What follows belongs to an exercise in optimizing a design on an open flow for small area; a production flow would make more cautious choices.
In this exercise RTL edits were held to simulation tests only and were not proved equivalent to the original.
No activity file was given, so power comes from the tool's default toggle rates.

==> v35 <==
## cmplx_mult
module cmplx_mult(
input logic clk,
input logic [10-1:0] switches,
output logic [8-1:0] LED,
output logic [6:0] HEX0,
output logic [6:0] HEX1,
output logic [6:0] HEX2,
output logic [6:0] HEX3,
output logic [6:0] HEX4,
output logic [6:0] HEX5,
output logic [6:0] HEX6,
output logic [6:0] HEX7);
==> module cmplx_mult, before the edit <==
module cmplx_mult(
input logic clk,
input logic [10-1:0] switches,
output logic [8-1:0] LED,
output logic [6:0] HEX0,
output logic [6:0] HEX1,
output logic [6:0] HEX2,
output logic [6:0] HEX3,
output logic [6:0] HEX4,
output logic [6:0] HEX5,
output logic [6:0] HEX6,
output logic [6:0] HEX7);
logic reset_n, handshake;
debounce #(.COUNT(1000)) db0
(
	.clk(clk),
	.signal_in(switches[9]),
	.signal_out(reset_n)
);
debounce #(.COUNT(1000)) db1
(
	.clk(clk),
	.signal_in(switches[8]),
	.signal_out(handshake)
);
logic [2:0] rd_cnt, rd_cnt_inc;
logic [1:0] sub;
logic last, rd;
always_comb
begin
	last = rd_cnt[2];
	rd = (sub == 2'd3) && !last && handshake;
	rd_cnt_inc = {rd_cnt[1] & rd_cnt[0], rd_cnt[1] ^ rd_cnt[0], !rd_cnt[0]};
end
always_ff @(posedge clk, negedge reset_n)
begin
	if(!reset_n)
	begin
		rd_cnt <= 3'd0;
		sub <= 2'd2;
	end
	else
	begin
		unique case(sub)
			2'd0: if(!handshake) sub <= 2'd1;
			2'd1: sub <= 2'd2;
			2'd2: if(!last || handshake) sub <= 2'd3;
			2'd3:
				if(!last)
				begin
					if(handshake)
					begin
						rd_cnt <= rd_cnt_inc;
						sub <= 2'd0;
					end
				end
				else if(!handshake)
				begin
					rd_cnt <= 3'd0;
					sub <= 2'd2;
				end
		endcase
	end
end
logic [3:0] j, k, j_inc, k_inc;
logic idle, k9;
always_comb
begin
	k9 = k[3] && k[0];
	idle = j[3] && k[3] && !k[0];
	k_inc = {k[3] ^ (k[2] & k[1] & k[0]), k[2] ^ (k[1] & k[0]), k[1] ^ k[0], !k[0]};
	j_inc = {j[3] ^ (j[2] & j[1] & j[0]), j[2] ^ (j[1] & j[0]), j[1] ^ j[0], !j[0]};
end
always_ff @(posedge clk)
begin
	if(rd)
	begin
		j <= {!(rd_cnt[1] & rd_cnt[0]), 3'd0};
		k <= 4'd0;
	end
	else if(!idle)
	begin
		if(!j[3] && k9)
		begin
			k <= 4'd0;
			j <= j_inc;
		end
		else
			k <= k_inc;
	end
end
logic [2:0] sidx;
logic sbit;
always_comb
begin
	sidx = k[2:0] | {3{k[3]}};
	sbit = switches[sidx];
end
logic [7:0] ra, rb, rc;           
logic [8:0] hre, him;             
logic hpre, hpim;                 
logic cre1, cre2, cim1, cim2;     
logic load, row, row_end, drain, c_rot;
logic neg, first, k0;
logic cb, db, h_re, h_im;
logic t1, t2, u1, u2;
logic ci_re1, ci_re2, ci_im1, ci_im2;
logic s_re1, s_re, s_im1, s_im;
logic co_re1, co_re2, co_im1, co_im2;
always_comb
begin
	load = j[3] && !k[3];
	row = !j[3];
	row_end = row && k9;
	drain = j[3] && !k[3] && !(k[2] && k[1]);
	c_rot = row && !(k[3] && !k[0]) && !(k[2] && k[1] && k[0]);
	neg = j[2] && j[1] && j[0];
	first = !(j[2] || j[1] || j[0]);
	k0 = !(k[3] || k[2] || k[1] || k[0]);
	cb = rc[0];
	db = sbit;
	h_re = !first && (k9 ? hpre : hre[0]);
	h_im = !first && (k9 ? hpim : him[0]);
	t1 = ra[0] && (cb ^ neg);
	t2 = rb[0] && (db ^ !neg);
	u1 = ra[0] && (db ^ neg);
	u2 = rb[0] && (cb ^ neg);
	ci_re1 = k0 ? (ra[0] && neg) : cre1;
	ci_re2 = k0 ? (rb[0] && !neg) : cre2;
	ci_im1 = k0 ? (ra[0] && neg) : cim1;
	ci_im2 = k0 ? (rb[0] && neg) : cim2;
	s_re1 = h_re ^ t1 ^ ci_re1;
	co_re1 = (h_re & t1) | (h_re & ci_re1) | (t1 & ci_re1);
	s_re = s_re1 ^ t2 ^ ci_re2;
	co_re2 = (s_re1 & t2) | (s_re1 & ci_re2) | (t2 & ci_re2);
	s_im1 = h_im ^ u1 ^ ci_im1;
	co_im1 = (h_im & u1) | (h_im & ci_im1) | (u1 & ci_im1);
	s_im = s_im1 ^ u2 ^ ci_im2;
	co_im2 = (s_im1 & u2) | (s_im1 & ci_im2) | (u2 & ci_im2);
end
always_ff @(posedge clk)
begin
	hre <= {s_re, hre[8:1]};
	him <= {s_im, him[8:1]};
	hpre <= hre[0];
	hpim <= him[0];
	cre1 <= co_re1;
	cre2 <= co_re2;
	cim1 <= co_im1;
	cim2 <= co_im2;
	if((rd_cnt == 3'd1 && load) || (last && (row_end || drain)))
		ra <= {last ? hre[0] : sbit, ra[7:1]};
	if((rd_cnt == 3'd2 && load) || (last && (row_end || drain)))
		rb <= {last ? him[0] : sbit, rb[7:1]};
	if((rd_cnt == 3'd3 && load) || (last && c_rot))
		rc <= {last ? rc[0] : sbit, rc[7:1]};
end
always_comb
begin
	if(last && sub == 2'd2)
		LED = ra;
	else if(last && sub == 2'd3)
		LED = rb;
	else
		LED = '0;
end
bin_to_bcd sw_disp
(
	.in(switches[7:0]),
	.o({HEX3, HEX2, HEX1, HEX0})
);
bin_to_bcd led_disp
(
	.in(LED),
	.o({HEX7, HEX6, HEX5, HEX4})
);
endmodule
clock: 20.0 ns
lec_check: 0
abc_area: 1
cap_margin: 20
core_margin: 2
core_utilization: 40
place_density: 0.6
slew_margin: 20
standard.sh (not shown) runs the stock make flow with config.mk's settings and CLKGATE_MAP_FILE= SYNTH_SCRIPT=/design/flow/synth_recipe.tcl, a recipe that flattens the netlist after the stock synthesis.
==> flow/flow/run.sh <==
#!/bin/bash
# Own layout flow: the standard flow (standard.sh), with two changes.
#  1. After the standard synthesis, its combinational logic is mapped again
#     with a stronger ABC script (remap.abc). Every register stays as the
#     standard synthesis made it: same instance, name and cell.
#  2. The port buffers are made with sky130_fd_sc_hd__buf_1.
# Each tool's full output goes to a log file in the work folder.
set -euo pipefail
W=$PWD
F=$W/flow
R=$W/orfs/results/${FLOW_PLATFORM}/cmplx_mult/base
LIB=$FLOW_HOME/platforms/${FLOW_PLATFORM}/lib/sky130_fd_sc_hd__tt_025C_1v80.lib

# 1. standard synthesis (to 1_2_yosys.v)
bash standard.sh $R/1_2_yosys.v > $W/synth.log 2>&1
cp $R/1_2_yosys.v $W/standard_synth.v

# 2. re-map the combinational logic; registers are black boxes
FFS=$(grep -oE "sky130_fd_sc_hd__[a-z0-9_]*(df|dl|sdf|edf)[a-z0-9_]*" $W/standard_synth.v | sort -u | tr '\n' ' ')
DONT=""
for c in probe_p_8 probec_p_8 lpflow_bleeder_1 lpflow_clkbufkapwr_1 lpflow_clkbufkapwr_16 \
  lpflow_clkbufkapwr_2 lpflow_clkbufkapwr_4 lpflow_clkbufkapwr_8 lpflow_clkinvkapwr_1 \
  lpflow_clkinvkapwr_16 lpflow_clkinvkapwr_2 lpflow_clkinvkapwr_4 lpflow_clkinvkapwr_8 \
  lpflow_inputiso0n_1 lpflow_inputiso0p_1 lpflow_inputiso1n_1 lpflow_inputiso1p_1 \
  lpflow_inputisolatch_1 lpflow_isobufsrc_1 lpflow_isobufsrc_16 lpflow_isobufsrc_2 \
  lpflow_isobufsrc_4 lpflow_isobufsrc_8 lpflow_isobufsrckapwr_16; do
  DONT="$DONT -dont_use sky130_fd_sc_hd__$c"
done
cat > $W/remap.ys <<EOF
read_liberty -ignore_miss_func $LIB
blackbox $FFS
read_verilog $W/standard_synth.v
hierarchy -top $FLOW_TOP
flatten
opt_clean
abc -liberty $LIB $DONT -script $F/remap.abc
opt_clean -purge
hilomap -singleton -hicell sky130_fd_sc_hd__conb_1 HI -locell sky130_fd_sc_hd__conb_1 LO
insbuf -buf sky130_fd_sc_hd__buf_4 A X
splitnets
opt_clean -purge
tee -o $W/remap_stat.txt stat -liberty $LIB
write_verilog -noattr -nohex -nodec $W/remapped.v
EOF
yosys -s $W/remap.ys > $W/remap.log 2>&1
cp $W/remapped.v $R/1_2_yosys.v

# 3. the rest of the standard flow
export BUFFER_PORTS_ARGS="-buffer_cell sky130_fd_sc_hd__buf_1"
bash standard.sh > $W/layout.log 2>&1
==> flow/flow/remap.abc <==
strash
dc2
balance; rewrite; refactor; balance; rewrite; rewrite -z; balance; refactor -z; rewrite -z; balance
balance; resub -K 6; rewrite; resub -K 6 -N 2; refactor; resub -K 8; balance; resub -K 8 -N 2; rewrite; resub -K 10; rewrite -z; resub -K 10 -N 2; balance; resub -K 12; refactor -z; resub -K 12 -N 2; rewrite -z; balance
dc2
&get -n
&deepsyn -T 30
&put
dch -f
amap
&get -n
&nf -R 1000
&put
topo
==> v11 (differences from v35) <==
==> flow/run.sh (new file) <==
#!/bin/bash
# synth_recipe.tcl (not shown) runs the flow's synth.tcl, then flattens the netlist and writes it again
# the make line also repeats each setting of config.mk as NAME=value (left out here)
make -C /OpenROAD-flow-scripts/flow DESIGN_CONFIG=/design/flow/config.mk WORK_HOME=/design/flow/orfs CLKGATE_MAP_FILE= SYNTH_SCRIPT=/design/flow/synth_recipe.tcl finish
removed: flow/flow/run.sh
removed: flow/flow/remap.abc
removed: flow/standard.sh
==> v28 (differences from v35) <==
--- a/flow/design.v
+++ b/flow/design.v
@@ -171,31 +171,32 @@
 		endcase
 	end
 end
-logic [3:0] j, k, j_inc, k_inc;
-logic idle, k9;
-always_comb
-begin
+logic [3:0] k, k_inc, seq, seq_inc;
+logic k8, k9, row, drain, load, wait0;
+always_comb
+begin
+	k8 = k[3] && !k[0];
 	k9 = k[3] && k[0];
-	idle = j[3] && k[3] && !k[0];
 	k_inc = {k[3] ^ (k[2] & k[1] & k[0]), k[2] ^ (k[1] & k[0]), k[1] ^ k[0], !k[0]};
-	j_inc = {j[3] ^ (j[2] & j[1] & j[0]), j[2] ^ (j[1] & j[0]), j[1] ^ j[0], !j[0]};
+	seq_inc = {seq[2] & seq[1] & seq[0], seq[2] ^ (seq[1] & seq[0]), seq[1] ^ seq[0], !seq[0]};
+	row = !seq[3];
+	drain = (seq == 4'd8);
+	load = (seq == 4'd9);
+	wait0 = (seq == 4'd10);
 end
 always_ff @(posedge clk)
 begin
+	k <= k9 ? 4'd0 : k_inc;
 	if(rd)
+		seq <= 4'd10;
+	else if(k9)
 	begin
-		j <= {!(rd_cnt[1] & rd_cnt[0]), 3'd0};
-		k <= 4'd0;
-	end
-	else if(!idle)
-	begin
-		if(!j[3] && k9)
-		begin
-			k <= 4'd0;
-			j <= j_inc;
-		end
+		if(row)
+			seq <= seq_inc;
+		else if(wait0)
+			seq <= last ? 4'd0 : 4'd9;
 		else
-			k <= k_inc;
+			seq <= 4'd11;
 	end
 end
 logic [2:0] sidx;
@@ -205,64 +206,58 @@
 	sidx = k[2:0] | {3{k[3]}};
 	sbit = switches[sidx];
 end
-logic [7:0] ra, rb, rc;           
+logic [7:0] ra, rb;               
+logic [9:0] rc;                   
 logic [8:0] hre, him;             
-logic hpre, hpim;                 
 logic cre1, cre2, cim1, cim2;     
-logic load, row, row_end, drain, c_rot;
-logic neg, first, k0;
+logic neg, first, k0, shift_ab;
 logic cb, db, h_re, h_im;
-logic t1, t2, u1, u2;
+logic t1, t2, u1, u2, t2x, u2x;
 logic ci_re1, ci_re2, ci_im1, ci_im2;
 logic s_re1, s_re, s_im1, s_im;
 logic co_re1, co_re2, co_im1, co_im2;
 always_comb
 begin
-	load = j[3] && !k[3];
-	row = !j[3];
-	row_end = row && k9;
-	drain = j[3] && !k[3] && !(k[2] && k[1]);
-	c_rot = row && !(k[3] && !k[0]) && !(k[2] && k[1] && k[0]);
-	neg = j[2] && j[1] && j[0];
-	first = !(j[2] || j[1] || j[0]);
-	k0 = !(k[3] || k[2] || k[1] || k[0]);
+	neg = (seq[2:0] == 3'd7);
+	first = (seq[2:0] == 3'd0);
+	k0 = (k == 4'd0);
+	shift_ab = last && ((row && k9) || (drain && !k[3] && !(k[2] && k[1])));
 	cb = rc[0];
 	db = sbit;
-	h_re = !first && (k9 ? hpre : hre[0]);
-	h_im = !first && (k9 ? hpim : him[0]);
+	h_re = !k9 && (first ? k8 : hre[0]);
+	h_im = !k9 && (first ? k8 : him[0]);
 	t1 = ra[0] && (cb ^ neg);
 	t2 = rb[0] && (db ^ !neg);
 	u1 = ra[0] && (db ^ neg);
 	u2 = rb[0] && (cb ^ neg);
+	t2x = (t2 ^ k8) && !k9;
+	u2x = (u2 ^ k8) && !k9;
 	ci_re1 = k0 ? (ra[0] && neg) : cre1;
 	ci_re2 = k0 ? (rb[0] && !neg) : cre2;
 	ci_im1 = k0 ? (ra[0] && neg) : cim1;
 	ci_im2 = k0 ? (rb[0] && neg) : cim2;
 	s_re1 = h_re ^ t1 ^ ci_re1;
 	co_re1 = (h_re & t1) | (h_re & ci_re1) | (t1 & ci_re1);
-	s_re = s_re1 ^ t2 ^ ci_re2;
-	co_re2 = (s_re1 & t2) | (s_re1 & ci_re2) | (t2 & ci_re2);
+	s_re = s_re1 ^ t2x ^ ci_re2;
+	co_re2 = (s_re1 & t2x) | (s_re1 & ci_re2) | (t2x & ci_re2);
 	s_im1 = h_im ^ u1 ^ ci_im1;
 	co_im1 = (h_im & u1) | (h_im & ci_im1) | (u1 & ci_im1);
-	s_im = s_im1 ^ u2 ^ ci_im2;
-	co_im2 = (s_im1 & u2) | (s_im1 & ci_im2) | (u2 & ci_im2);
+	s_im = s_im1 ^ u2x ^ ci_im2;
+	co_im2 = (s_im1 & u2x) | (s_im1 & ci_im2) | (u2x & ci_im2);
 end
 always_ff @(posedge clk)
 begin
 	hre <= {s_re, hre[8:1]};
 	him <= {s_im, him[8:1]};
-	hpre <= hre[0];
-	hpim <= him[0];
 	cre1 <= co_re1;
 	cre2 <= co_re2;
 	cim1 <= co_im1;
 	cim2 <= co_im2;
-	if((rd_cnt == 3'd1 && load) || (last && (row_end || drain)))
+	if((rd_cnt == 3'd1 && load && !k[3]) || shift_ab)
 		ra <= {last ? hre[0] : sbit, ra[7:1]};
-	if((rd_cnt == 3'd2 && load) || (last && (row_end || drain)))
+	if((rd_cnt == 3'd2 && load && !k[3]) || shift_ab)
 		rb <= {last ? him[0] : sbit, rb[7:1]};
-	if((rd_cnt == 3'd3 && load) || (last && c_rot))
-		rc <= {last ? rc[0] : sbit, rc[7:1]};
+	rc <= {(rd_cnt == 3'd3 && load) ? sbit : rc[0], rc[9:1]};
 end
 always_comb
 begin
--- a/flow/flow/run.sh
+++ b/flow/flow/run.sh
@@ -4,6 +4,8 @@
 #     with a stronger ABC script (remap.abc). Every register stays as the
 #     standard synthesis made it: same instance, name and cell.
 #  2. The port buffers are made with sky130_fd_sc_hd__buf_1.
+#  3. Clock tree synthesis uses smaller buffers, larger sink clusters and no
+#     dummy loads; constant outputs may share tie cells.
 # Each tool's full output goes to a log file in the work folder.
 set -euo pipefail
 W=$PWD
@@ -47,4 +49,6 @@
 
 # 3. the rest of the standard flow
 export BUFFER_PORTS_ARGS="-buffer_cell sky130_fd_sc_hd__buf_1"
+export CTS_ARGS="${X_CTS_ARGS:--sink_clustering_enable -repair_clock_nets -dont_use_dummy_load -buf_list sky130_fd_sc_hd__clkbuf_4 -sink_clustering_size 30 -sink_clustering_max_diameter 100}"
+export SKIP_REPAIR_TIE_FANOUT=${X_SKIP_TIE:-1}
 bash standard.sh > $W/layout.log 2>&1
==> run notes <==
metric	v35	v11	v28
Routability-driven placement congestion ratio	0.857	0.845	0.783
Non-clock buffer share of cell area	0.0509	0.109	0.0529
Post-route fraction of the period consumed by the critical path	0.544	0.546	0.543
Met2 routing resource usage after global routing	0.211	0.228	0.212
Overall power consumption	621 uW	708 uW	448 uW
Leakage power total	0.00161 uW	0.00239 uW	0.00145 uW
Delay of the slowest critical-path stage	0.70 ns	0.57 ns	0.67 ns
Number of clock buffers in the layout	10	10	9
Multi-input combinational cell area	1680 um2	1900 um2	1620 um2
Vias in the first global route	2400	3029	2503
Minimum period implied by the final worst setup slack	10.87 ns	10.92 ns	10.86 ns
Clock Pin Slew Worst Setup and Hold Paths	0.08 ns	0.08 ns	0.12 ns
Die footprint	10300 um2	11800 um2	10100 um2
Result of the run	timing/DRC/antenna clean	timing/DRC/antenna clean	timing/DRC/antenna clean
Combined area of all synthesized cells	3810 um2	4370 um2	3730 um2
Worst flop-to-flop path startpoint	k[0]	j[0]	k[0]
Met1 routed wirelength after detailed routing	3370 um	4000 um	3360 um
Heaviest power group	sequential cells	combinational cells	sequential cells
Total wire length after detailed routing	6850 um	8230 um	6600 um
Ratio of total power to cell area	145 nW/um2	137 nW/um2	113 nW/um2
Highest achievable clock rate	92.0 MHz	91.6 MHz	92.1 MHz
FF+latch area	1960 um2	1960 um2	1870 um2
Critical Path Most Common Cell	sky130_fd_sc_hd__a21oi_1	sky130_fd_sc_hd__nand2_1	sky130_fd_sc_hd__a21oi_1
Critical R2R Capture	cim2	him[8]	cim2
Power of the sequential group	272 uW	261 uW	229 uW
Power share of the sequential group	0.438	0.368	0.511

[re-timing with driven ports]
In the flow no input, the clock included, has a driving cell. The finished layouts below were timed again as built, in two steps. Step 1, drivers: a clkbuf_16 drives clk and a buf_2 each remaining input, both assumed. Step 2 also shifts input and output timing later by t, the mid clock arrival at the registers, as if the neighbouring blocks saw the same clock. a / b / c = no drivers / after step 1 / after step 2; a / b = the first two.
| run | t, ns | setup WS [ns] | worst hold slack (ns) |
|---|---|---|---|
| v35 | 0.374 | 9.127 / 9.106 / 9.106 | 0.114 / 0.114 / 0.114 |
| v11 | 0.373 | 9.083 / 9.060 / 9.060 | 0.120 / 0.120 / 0.120 |
| v28 | 0.411 | 9.145 / 9.122 / 9.122 | 0.113 / 0.113 / 0.113 |
After both steps setup and hold are still met in every run listed.
